Context: an optimization exercise on an open-source flow, tuned for small area and a short achievable clock period. The choices shown serve that exercise and are no tape-out recipe.
RTL that was checked went through simulation tests only; none was proved equivalent to the original.
Power is estimated from default activity; no workload was simulated.

==> 11-01: inputs <==
==> flow/design.v <==
`timescale 1ns / 1ps
module Metastable_Remover(
    input signal_in,
    output signal_out,
    input clk
    );
    parameter BARLEN=4;  
    reg [BARLEN-1:0] barieer; 
    always @(posedge clk) begin
        barieer<={signal_in,barieer[BARLEN-1:1]};
    end
    assign signal_out=barieer[0];
endmodule
`timescale 1ns / 1ps
module Bounce_Remover(
    si,
    so,
    clk,
    rst
    );
    input  wire si;
    output reg so;
    input  wire clk;
    input  wire rst;
    parameter WAITBW=4;  
    reg si0;
    always @(posedge clk) si0<=rst ? 1'b0 : si;
    wire si_rise, si_fall;
    assign si_rise = (~si0)&si;
    assign si_fall  = si0&(~si);
    reg [WAITBW-1:0] waitcount;
    wire [WAITBW-1:0] all0;
    assign all0=0;
    always @(posedge clk) 
    if (rst) begin
        so<=0;
        waitcount<=0;
    end else if (waitcount>0) begin
        waitcount<=waitcount-1;
    end else if (si_rise) begin
        so<=1;
        waitcount<=~all0;
    end else if (si_fall) begin
        so<=0;
        waitcount<=~all0;
    end 
endmodule
`timescale 1ns / 1ps
module Period_Measurer(si, so, init, clk, rst, ph, pl, hrdy, lrdy, qb, hsh, lsh, hfin, lfin);
   input  wire si;
   output reg  so;
   input  wire init;
   input  wire clk;
   input  wire rst;
   output wire [19:0] ph, pl;
   output wire hrdy, lrdy;
   input  wire [1:0] qb;
   input  wire hsh, lsh, hfin, lfin;
   localparam [2:0] S_IDLE = 3'd0, S_ACC = 3'd1, S_LAST = 3'd2, S_PRE = 3'd3, S_RUN = 3'd4;
   reg si0;
   always @(posedge clk) si0 <= rst ? 1'b0 : si;
   wire rise = ~si0 & si;
   wire fall = si0 & ~si;
   reg [2:0]  st;
   reg [31:0] sh, sl;
   reg [15:0] k;
   reg hdone, ldone;
   wire idle = (st == S_IDLE);
   wire acc  = (st == S_ACC);
   wire lst  = (st == S_LAST);
   wire pre  = (st == S_PRE);
   wire run  = (st == S_RUN);
   wire last_fall = acc & fall & (k[11:0] == 12'hFFF);
   wire locked = pre | run;
   assign ph = sh[31:12];
   assign pl = sl[31:12];
   assign hrdy = (locked | lst) & ~hdone;
   assign lrdy = locked & ~ldone;
   always @(posedge clk) begin
      if (idle) begin
         hdone <= 1'b0;
         ldone <= 1'b0;
      end else begin
         if (hfin) hdone <= 1'b1;
         if (lfin) ldone <= 1'b1;
      end
   end
   function [11:0] lfsr_next(input [11:0] s);
      lfsr_next = {s[10:0], s[11] ^ s[5] ^ s[3] ^ s[0] ^ (s[10:0] == 11'd0)};
   endfunction
   wire hinc = acc & si;
   wire linc = (acc | lst) & ~si;
   wire hwrap = (sh[11:0] == 12'h800);
   wire lwrap = (sl[11:0] == 12'h800);
   always @(posedge clk) begin
      if (idle) begin
         sh <= {31'd0, rise};
         sl <= 32'd0;
      end else begin
         if (hinc) begin
            sh[11:0] <= lfsr_next(sh[11:0]);
            if (hwrap) sh[31:12] <= sh[31:12] + 20'd1;
         end else if (hsh)
            sh[15:0] <= {sh[13:0], qb};
         if (linc) begin
            sl[11:0] <= lfsr_next(sl[11:0]);
            if (lwrap) sl[31:12] <= sl[31:12] + 20'd1;
         end else if (lsh)
            sl[15:0] <= {sl[13:0], qb};
      end
   end
   wire [15:0] dsel = so ? sh[15:0] : sl[15:0];
   wire hit = (so ? hdone : ldone) & (k == dsel);
   wire go = pre & k[3] & k[1];
   always @(posedge clk) begin
      if (init | rst) st <= S_IDLE;
      else case (st)
         S_IDLE: if (rise) st <= S_ACC;
         S_ACC:  if (last_fall) st <= S_LAST;
         S_LAST: if (rise) st <= S_PRE;
         S_PRE:  if (go) st <= S_RUN;
         default: ;
      endcase
      if (rst) so <= 1'b0;
      else if (pre) so <= go;
      else if (run) so <= so ^ hit;
      else so <= 1'b0;
      if (idle) k <= 16'd0;
      else if (go | (run & hit)) k <= 16'd1;
      else if (((acc | lst) & rise) | locked) k <= k + 16'd1;
   end
endmodule
module Divider(clk, abort, ph1, pl1, ph2, pl2, ph3, pl3, hrdy, lrdy, qb, hsh, lsh, hfin, lfin);
   input  wire clk, abort;
   input  wire [19:0] ph1, pl1, ph2, pl2, ph3, pl3;
   input  wire [2:0] hrdy, lrdy;
   output wire [1:0] qb;
   output wire [2:0] hsh, lsh, hfin, lfin;
   reg busy;
   reg [1:0] ch;
   reg half;           
   reg [4:0] n;
   reg [19:0] r, q;
   wire [2:0] cur = busy ? {ch == 2'd2, ch == 2'd1, ch == 2'd0} : 3'd0;
   wire [2:0] hcur = half ? 3'd0 : cur;
   wire [2:0] lcur = half ? cur : 3'd0;
   wire [2:0] hreq = hrdy & ~hcur;
   wire [2:0] lreq = lrdy & ~lcur;
   wire last = busy & (n == 5'd18);
   wire div1 = (n < 5'd11);
   wire [19:0] p = ({20{hcur[0]}} & ph1) | ({20{hcur[1]}} & ph2) | ({20{hcur[2]}} & ph3) |
                   ({20{lcur[0]}} & pl1) | ({20{lcur[1]}} & pl2) | ({20{lcur[2]}} & pl3);
   wire [19:0] dvs = div1 ? p : q + 20'd1000;
   reg b0, b1;
   always @(*) begin
      case (n)
         5'd0:  {b0, b1} = 2'b11;
         5'd1:  {b0, b1} = 2'b10;
         5'd2:  {b0, b1} = 2'b10;
         5'd3:  {b0, b1} = 2'b11;
         5'd4:  {b0, b1} = 2'b11;
         5'd5:  {b0, b1} = 2'b00;
         5'd6:  {b0, b1} = 2'b00;
         5'd7:  {b0, b1} = 2'b10;
         5'd8:  {b0, b1} = 2'b00;
         5'd9:  {b0, b1} = 2'b00;
         5'd10: {b0, b1} = 2'b00;
         5'd11: {b0, b1} = 2'b11;
         5'd12: {b0, b1} = 2'b11;
         5'd13: {b0, b1} = 2'b00;
         5'd14: {b0, b1} = 2'b00;
         5'd15: {b0, b1} = 2'b10;
         default: {b0, b1} = 2'b00;
      endcase
   end
   wire [20:0] t0 = {r, b0};
   wire [21:0] d0 = {1'b0, t0} - {2'b0, dvs};
   wire q0 = ~d0[21];
   wire [19:0] r0 = q0 ? d0[19:0] : t0[19:0];
   wire [20:0] t1 = {r0, b1};
   wire [21:0] d1 = {1'b0, t1} - {2'b0, dvs};
   wire q1 = ~d1[21];
   wire [19:0] r1 = q1 ? d1[19:0] : t1[19:0];
   assign qb = {q0, q1};
   wire wr2 = ~div1;
   assign hsh  = wr2 ? hcur : 3'd0;
   assign lsh  = wr2 ? lcur : 3'd0;
   assign hfin = (n == 5'd18) ? hcur : 3'd0;
   assign lfin = (n == 5'd18) ? lcur : 3'd0;
   wire any = (hreq != 3'd0) | (lreq != 3'd0);
   wire start = (~busy | last) & any;
   always @(posedge clk) begin
      if (abort) busy <= 1'b0;
      else if (start) busy <= 1'b1;
      else if (last) busy <= 1'b0;
      if (start) begin
         if (hreq[0])      begin half <= 1'b0; ch <= 2'd0; end
         else if (hreq[1]) begin half <= 1'b0; ch <= 2'd1; end
         else if (hreq[2]) begin half <= 1'b0; ch <= 2'd2; end
         else if (lreq[0]) begin half <= 1'b1; ch <= 2'd0; end
         else if (lreq[1]) begin half <= 1'b1; ch <= 2'd1; end
         else              begin half <= 1'b1; ch <= 2'd2; end
      end
      n <= start ? 5'd0 : n + 5'd1;
      r <= start ? 20'd11 : (n == 5'd10) ? 20'd762 : r1;
      if (busy & div1) q <= {q[17:0], q0, q1};
   end
endmodule
`timescale 1ns / 1ps
`timescale 1ns / 1ps
module lock3(
        input CLK,
        input rst,
        input c1,
        input c2,
        input c3,
        input init,
        output Bounce_Remover_outc1,
        output Bounce_Remover_outc2,
        output Bounce_Remover_outc3,
        output so1,
        output so2,
        output so3
    );
    wire Metastable_Remover_outc1;
    wire Metastable_Remover_outc2;
    wire Metastable_Remover_outc3;
    wire [19:0] ph1, pl1, ph2, pl2, ph3, pl3;
    wire [2:0] hrdy, lrdy, hsh, lsh, hfin, lfin;
    wire [1:0] qb;
    Metastable_Remover Metastable_Remover_Sensor1(.signal_in(c1), .signal_out(Metastable_Remover_outc1), .clk(CLK));
    Bounce_Remover Bounce_Remover_Sensor1(.si(Metastable_Remover_outc1), .so(Bounce_Remover_outc1), .clk(CLK), .rst(rst));
    Period_Measurer Period_Measurer1(.si(Bounce_Remover_outc1), .so(so1), .init(init), .clk(CLK), .rst(rst),
        .ph(ph1), .pl(pl1), .hrdy(hrdy[0]), .lrdy(lrdy[0]), .qb(qb), .hsh(hsh[0]), .lsh(lsh[0]), .hfin(hfin[0]), .lfin(lfin[0]));
    Metastable_Remover Metastable_Remover_Sensor2(.signal_in(c2), .signal_out(Metastable_Remover_outc2), .clk(CLK));
    Bounce_Remover Bounce_Remover_Sensor2(.si(Metastable_Remover_outc2), .so(Bounce_Remover_outc2), .clk(CLK), .rst(rst));
    Period_Measurer Period_Measurer2(.si(Bounce_Remover_outc2), .so(so2), .init(init), .clk(CLK), .rst(rst),
        .ph(ph2), .pl(pl2), .hrdy(hrdy[1]), .lrdy(lrdy[1]), .qb(qb), .hsh(hsh[1]), .lsh(lsh[1]), .hfin(hfin[1]), .lfin(lfin[1]));
    Metastable_Remover Metastable_Remover_Sensor3(.signal_in(c3), .signal_out(Metastable_Remover_outc3), .clk(CLK));
    Bounce_Remover Bounce_Remover_Sensor3(.si(Metastable_Remover_outc3), .so(Bounce_Remover_outc3), .clk(CLK), .rst(rst));
    Period_Measurer Period_Measurer3(.si(Bounce_Remover_outc3), .so(so3), .init(init), .clk(CLK), .rst(rst),
        .ph(ph3), .pl(pl3), .hrdy(hrdy[2]), .lrdy(lrdy[2]), .qb(qb), .hsh(hsh[2]), .lsh(lsh[2]), .hfin(hfin[2]), .lfin(lfin[2]));
    Divider Divider0(.clk(CLK), .abort(init | rst),
        .ph1(ph1), .pl1(pl1), .ph2(ph2), .pl2(pl2), .ph3(ph3), .pl3(pl3),
        .hrdy(hrdy), .lrdy(lrdy), .qb(qb), .hsh(hsh), .lsh(lsh), .hfin(hfin), .lfin(lfin));
endmodule
==> flow/run.sh <==
#!/bin/bash
# synth_recipe.tcl (not shown) runs the flow's synth.tcl, then flattens the netlist and writes it again
# the make line also repeats each setting of config.mk as NAME=value (left out here)
make -C /OpenROAD-flow-scripts/flow DESIGN_CONFIG=/design/flow/config.mk WORK_HOME=/design/flow/orfs CLKGATE_MAP_FILE= SYNTH_SCRIPT=/design/flow/synth_recipe.tcl finish
==> flow/config.mk <==
export PLATFORM = sky130hd
export DESIGN_NAME = lock3
export DESIGN_NICKNAME = lock3
export VERILOG_FILES = /design/flow/design.v
export SDC_FILE = /design/flow/constraint.sdc
export NUM_CORES = 8
export LEC_CHECK = 0
export CAP_MARGIN = 20
export CORE_MARGIN = 2
export CORE_UTILIZATION = 70
export CTS_BUF_LIST = sky130_fd_sc_hd__clkbuf_4 sky130_fd_sc_hd__clkbuf_8
export PLACE_DENSITY = 0.8
export SLEW_MARGIN = 20
==> flow/constraint.sdc <==
create_clock -name core_clock -period 110.0 [get_ports {CLK}]
set_input_delay 22.0000 -clock core_clock [delete_from_list [all_inputs] [get_ports {CLK}]]
set_output_delay 22.0000 -clock core_clock [all_outputs]
set_load 0.01 [all_outputs]
==> inputs of 11-28, as changes to 11-01 <==
--- a/flow/design.v
+++ b/flow/design.v
@@ -16,4 +16,5 @@
     si,
     so,
+    so_n,
     clk,
     rst
@@ -21,4 +22,5 @@
     input  wire si;
     output reg so;
+    output reg so_n;  
     input  wire clk;
     input  wire rst;
@@ -32,17 +34,22 @@
     wire [WAITBW-1:0] all0;
     assign all0=0;
-    always @(posedge clk) 
-    if (rst) begin
-        so<=0;
-        waitcount<=0;
-    end else if (waitcount>0) begin
-        waitcount<=waitcount-1;
-    end else if (si_rise) begin
-        so<=1;
-        waitcount<=~all0;
-    end else if (si_fall) begin
-        so<=0;
-        waitcount<=~all0;
-    end 
+    reg so_next;
+    always @(*)
+    if (rst) so_next=1'b0;
+    else if (waitcount>0) so_next=~so_n;
+    else if (si_rise) so_next=1'b1;
+    else if (si_fall) so_next=1'b0;
+    else so_next=~so_n;
+    always @(posedge clk) begin
+        so<=so_next;
+        so_n<=~so_next;
+        if (rst) begin
+            waitcount<=0;
+        end else if (waitcount>0) begin
+            waitcount<=waitcount-1;
+        end else if (si_rise|si_fall) begin
+            waitcount<=~all0;
+        end
+    end
 endmodule
 `timescale 1ns / 1ps
@@ -89,8 +96,32 @@
       lfsr_next = {s[10:0], s[11] ^ s[5] ^ s[3] ^ s[0] ^ (s[10:0] == 11'd0)};
    endfunction
+   function [19:0] inc20(input [19:0] a, input ci);
+      integer i;
+      reg c;
+      begin
+         c = ci;
+         for (i = 0; i < 20; i = i + 1) begin
+            inc20[i] = a[i] ^ c;
+            c = a[i] & c;
+         end
+      end
+   endfunction
+   function [15:0] inc16(input [15:0] a, input ci);
+      integer i;
+      reg c;
+      begin
+         c = ci;
+         for (i = 0; i < 16; i = i + 1) begin
+            inc16[i] = a[i] ^ c;
+            c = a[i] & c;
+         end
+      end
+   endfunction
    wire hinc = acc & si;
    wire linc = (acc | lst) & ~si;
    wire hwrap = (sh[11:0] == 12'h800);
    wire lwrap = (sl[11:0] == 12'h800);
+   wire [19:0] shu = inc20(sh[31:12], hinc & hwrap);
+   wire [19:0] slu = inc20(sl[31:12], linc & lwrap);
    always @(posedge clk) begin
       if (idle) begin
@@ -98,19 +129,25 @@
          sl <= 32'd0;
       end else begin
-         if (hinc) begin
-            sh[11:0] <= lfsr_next(sh[11:0]);
-            if (hwrap) sh[31:12] <= sh[31:12] + 20'd1;
-         end else if (hsh)
-            sh[15:0] <= {sh[13:0], qb};
-         if (linc) begin
-            sl[11:0] <= lfsr_next(sl[11:0]);
-            if (lwrap) sl[31:12] <= sl[31:12] + 20'd1;
-         end else if (lsh)
-            sl[15:0] <= {sl[13:0], qb};
-      end
-   end
-   wire [15:0] dsel = so ? sh[15:0] : sl[15:0];
-   wire hit = (so ? hdone : ldone) & (k == dsel);
+         sh[31:16] <= shu[19:4];
+         sl[31:16] <= slu[19:4];
+         if (hinc) sh[11:0] <= lfsr_next(sh[11:0]);
+         if (hsh) sh[15:0] <= {sh[13:0], qb};
+         else sh[15:12] <= shu[3:0];
+         if (linc) sl[11:0] <= lfsr_next(sl[11:0]);
+         if (lsh) sl[15:0] <= {sl[13:0], qb};
+         else sl[15:12] <= slu[3:0];
+      end
+   end
+   reg so_n;
+   wire [15:0] dsel = so_n ? sl[15:0] : sh[15:0];
+   wire hit = (so_n ? ldone : hdone) & (k == dsel);
    wire go = pre & k[3] & k[1];
+   reg so_next;
+   always @(*) begin
+      if (rst) so_next = 1'b0;
+      else if (pre) so_next = go;
+      else if (run) so_next = so_n ~^ hit;
+      else so_next = 1'b0;
+   end
    always @(posedge clk) begin
       if (init | rst) st <= S_IDLE;
@@ -122,11 +159,9 @@
          default: ;
       endcase
-      if (rst) so <= 1'b0;
-      else if (pre) so <= go;
-      else if (run) so <= so ^ hit;
-      else so <= 1'b0;
+      so <= so_next;
+      so_n <= ~so_next;
       if (idle) k <= 16'd0;
       else if (go | (run & hit)) k <= 16'd1;
-      else if (((acc | lst) & rise) | locked) k <= k + 16'd1;
+      else k <= inc16(k, ((acc | lst) & rise) | locked);
    end
 endmodule
@@ -151,5 +186,31 @@
    wire [19:0] p = ({20{hcur[0]}} & ph1) | ({20{hcur[1]}} & ph2) | ({20{hcur[2]}} & ph3) |
                    ({20{lcur[0]}} & pl1) | ({20{lcur[1]}} & pl2) | ({20{lcur[2]}} & pl3);
-   wire [19:0] dvs = div1 ? p : q + 20'd1000;
+   function [21:0] sub21(input [20:0] a, input [19:0] b);
+      integer i;
+      reg c, bi;
+      begin
+         c = 1'b1;
+         for (i = 0; i < 21; i = i + 1) begin
+            bi = (i < 20) ? ~b[i] : 1'b1;
+            sub21[i] = a[i] ^ bi ^ c;
+            c = (a[i] & bi) | (a[i] & c) | (bi & c);
+         end
+         sub21[21] = c;
+      end
+   endfunction
+   function [19:0] add1000(input [19:0] a);
+      integer i;
+      reg c;
+      reg [19:0] k;
+      begin
+         k = 20'd1000;
+         c = 1'b0;
+         for (i = 0; i < 20; i = i + 1) begin
+            add1000[i] = a[i] ^ k[i] ^ c;
+            c = (a[i] & k[i]) | (a[i] & c) | (k[i] & c);
+         end
+      end
+   endfunction
+   wire [19:0] dvs = div1 ? p : add1000(q);
    reg b0, b1;
    always @(*) begin
@@ -175,10 +236,10 @@
    end
    wire [20:0] t0 = {r, b0};
-   wire [21:0] d0 = {1'b0, t0} - {2'b0, dvs};
-   wire q0 = ~d0[21];
+   wire [21:0] d0 = sub21(t0, dvs);
+   wire q0 = d0[21];
    wire [19:0] r0 = q0 ? d0[19:0] : t0[19:0];
    wire [20:0] t1 = {r0, b1};
-   wire [21:0] d1 = {1'b0, t1} - {2'b0, dvs};
-   wire q1 = ~d1[21];
+   wire [21:0] d1 = sub21(t1, dvs);
+   wire q1 = d1[21];
    wire [19:0] r1 = q1 ? d1[19:0] : t1[19:0];
    assign qb = {q0, q1};
@@ -226,18 +287,19 @@
     wire Metastable_Remover_outc2;
     wire Metastable_Remover_outc3;
+    wire debounced_n1, debounced_n2, debounced_n3;
     wire [19:0] ph1, pl1, ph2, pl2, ph3, pl3;
     wire [2:0] hrdy, lrdy, hsh, lsh, hfin, lfin;
     wire [1:0] qb;
     Metastable_Remover Metastable_Remover_Sensor1(.signal_in(c1), .signal_out(Metastable_Remover_outc1), .clk(CLK));
-    Bounce_Remover Bounce_Remover_Sensor1(.si(Metastable_Remover_outc1), .so(Bounce_Remover_outc1), .clk(CLK), .rst(rst));
-    Period_Measurer Period_Measurer1(.si(Bounce_Remover_outc1), .so(so1), .init(init), .clk(CLK), .rst(rst),
+    Bounce_Remover Bounce_Remover_Sensor1(.si(Metastable_Remover_outc1), .so(Bounce_Remover_outc1), .so_n(debounced_n1), .clk(CLK), .rst(rst));
+    Period_Measurer Period_Measurer1(.si(~debounced_n1), .so(so1), .init(init), .clk(CLK), .rst(rst),
         .ph(ph1), .pl(pl1), .hrdy(hrdy[0]), .lrdy(lrdy[0]), .qb(qb), .hsh(hsh[0]), .lsh(lsh[0]), .hfin(hfin[0]), .lfin(lfin[0]));
     Metastable_Remover Metastable_Remover_Sensor2(.signal_in(c2), .signal_out(Metastable_Remover_outc2), .clk(CLK));
-    Bounce_Remover Bounce_Remover_Sensor2(.si(Metastable_Remover_outc2), .so(Bounce_Remover_outc2), .clk(CLK), .rst(rst));
-    Period_Measurer Period_Measurer2(.si(Bounce_Remover_outc2), .so(so2), .init(init), .clk(CLK), .rst(rst),
+    Bounce_Remover Bounce_Remover_Sensor2(.si(Metastable_Remover_outc2), .so(Bounce_Remover_outc2), .so_n(debounced_n2), .clk(CLK), .rst(rst));
+    Period_Measurer Period_Measurer2(.si(~debounced_n2), .so(so2), .init(init), .clk(CLK), .rst(rst),
         .ph(ph2), .pl(pl2), .hrdy(hrdy[1]), .lrdy(lrdy[1]), .qb(qb), .hsh(hsh[1]), .lsh(lsh[1]), .hfin(hfin[1]), .lfin(lfin[1]));
     Metastable_Remover Metastable_Remover_Sensor3(.signal_in(c3), .signal_out(Metastable_Remover_outc3), .clk(CLK));
-    Bounce_Remover Bounce_Remover_Sensor3(.si(Metastable_Remover_outc3), .so(Bounce_Remover_outc3), .clk(CLK), .rst(rst));
-    Period_Measurer Period_Measurer3(.si(Bounce_Remover_outc3), .so(so3), .init(init), .clk(CLK), .rst(rst),
+    Bounce_Remover Bounce_Remover_Sensor3(.si(Metastable_Remover_outc3), .so(Bounce_Remover_outc3), .so_n(debounced_n3), .clk(CLK), .rst(rst));
+    Period_Measurer Period_Measurer3(.si(~debounced_n3), .so(so3), .init(init), .clk(CLK), .rst(rst),
         .ph(ph3), .pl(pl3), .hrdy(hrdy[2]), .lrdy(lrdy[2]), .qb(qb), .hsh(hsh[2]), .lsh(lsh[2]), .hfin(hfin[2]), .lfin(lfin[2]));
     Divider Divider0(.clk(CLK), .abort(init | rst),
CTS_BUF_LIST = sky130_fd_sc_hd__clkbuf_16   (was sky130_fd_sc_hd__clkbuf_4 sky130_fd_sc_hd__clkbuf_8)
CTS_CLUSTER_DIAMETER = 100   (was unset)
CTS_CLUSTER_SIZE = 30   (was unset)
==> metrics.md <==
| Metric | Value |
|---|---|
| FF-to-FF path depth | `57` |
| Multi-input gate area | `10300 um2` |
| Reg2Reg Launch Point | `Divider0.ch[0]$_SDFFCE_PP0P_` |
| Post-synthesis xor/xnor area fraction | `4.34%` |
| Synth Area in Compound Gates | `11.0%` |
| Final core occ | `74.2%` |
| Core box area | `25300 um2` |
| Run status | `no timing/DRC/antenna violations` |
| Worst EP arrival | `1.41 ns` |
| Crit path largest cell delay | `0.54 ns` |
| Clock Power | `65.5 uW` |
| Vias/cell | `6.08` |
the above is filed under 11-28

==> metrics.md <==
| Metric | Value |
|---|---|
| Vias/cell | `6.33` |
| Synth Area in Compound Gates | `15.9%` |
| Clock Power | `123 uW` |
| Final core occ | `77.3%` |
| Core box area | `27000 um2` |
| FF-to-FF path depth | `28` |
| Worst EP arrival | `2.33 ns` |
| Inverters | `46` |
| Reg2Reg Launch Point | `Divider0.ch[1]$_SDFFCE_PP0P_` |
| Post-synthesis xor/xnor area fraction | `11.5%` |
| Commonest cells after routing, fill and taps aside | `332 x nor2_1, 316 x dfxtp_1, 157 x nand2_1` |
| P_leak | `0.00714 uW` |
| Multi-input gate area | `11600 um2` |
| NonClk Buf Share | `1.32%` |
| Run status | `no timing/DRC/antenna violations` |
| Crit path largest cell delay | `1.00 ns` |
the above is filed under 11-01

For 11-01, only the layout was checked, not whether the RTL still works.

static timing again, ports no longer ideal:
The results above use ideal ports. As a check the final layouts listed here were re-extracted and re-timed, cells and wires unchanged. Step 1 assumes that a clkbuf_16 drives the clock port and a buf_2 every other input. Step 2, shift: input delay + t, output delay - t, t = (earliest + latest rising clock arrival at the registers) / 2. This alone moves slack from input paths to output paths. Three values: ideal ports, drivers, drivers and shift; two values: the first two.
run | t (ns) | setup WS [ns] | worst setup path at the end | latest minus earliest clock arrival (ns)
11-01 | 0.643 | 85.667 / 85.619 / 86.261 | register to output | 0.021 / 0.021
11-28 | 0.557 | 86.593 / 86.545 / 86.463 | input to register | 0.024 / 0.024
After both steps every run listed still meets setup and hold. For 11-28, which loses most, drivers alone change the setup slack by -0.048 ns; drivers and shift together by -0.130 ns.
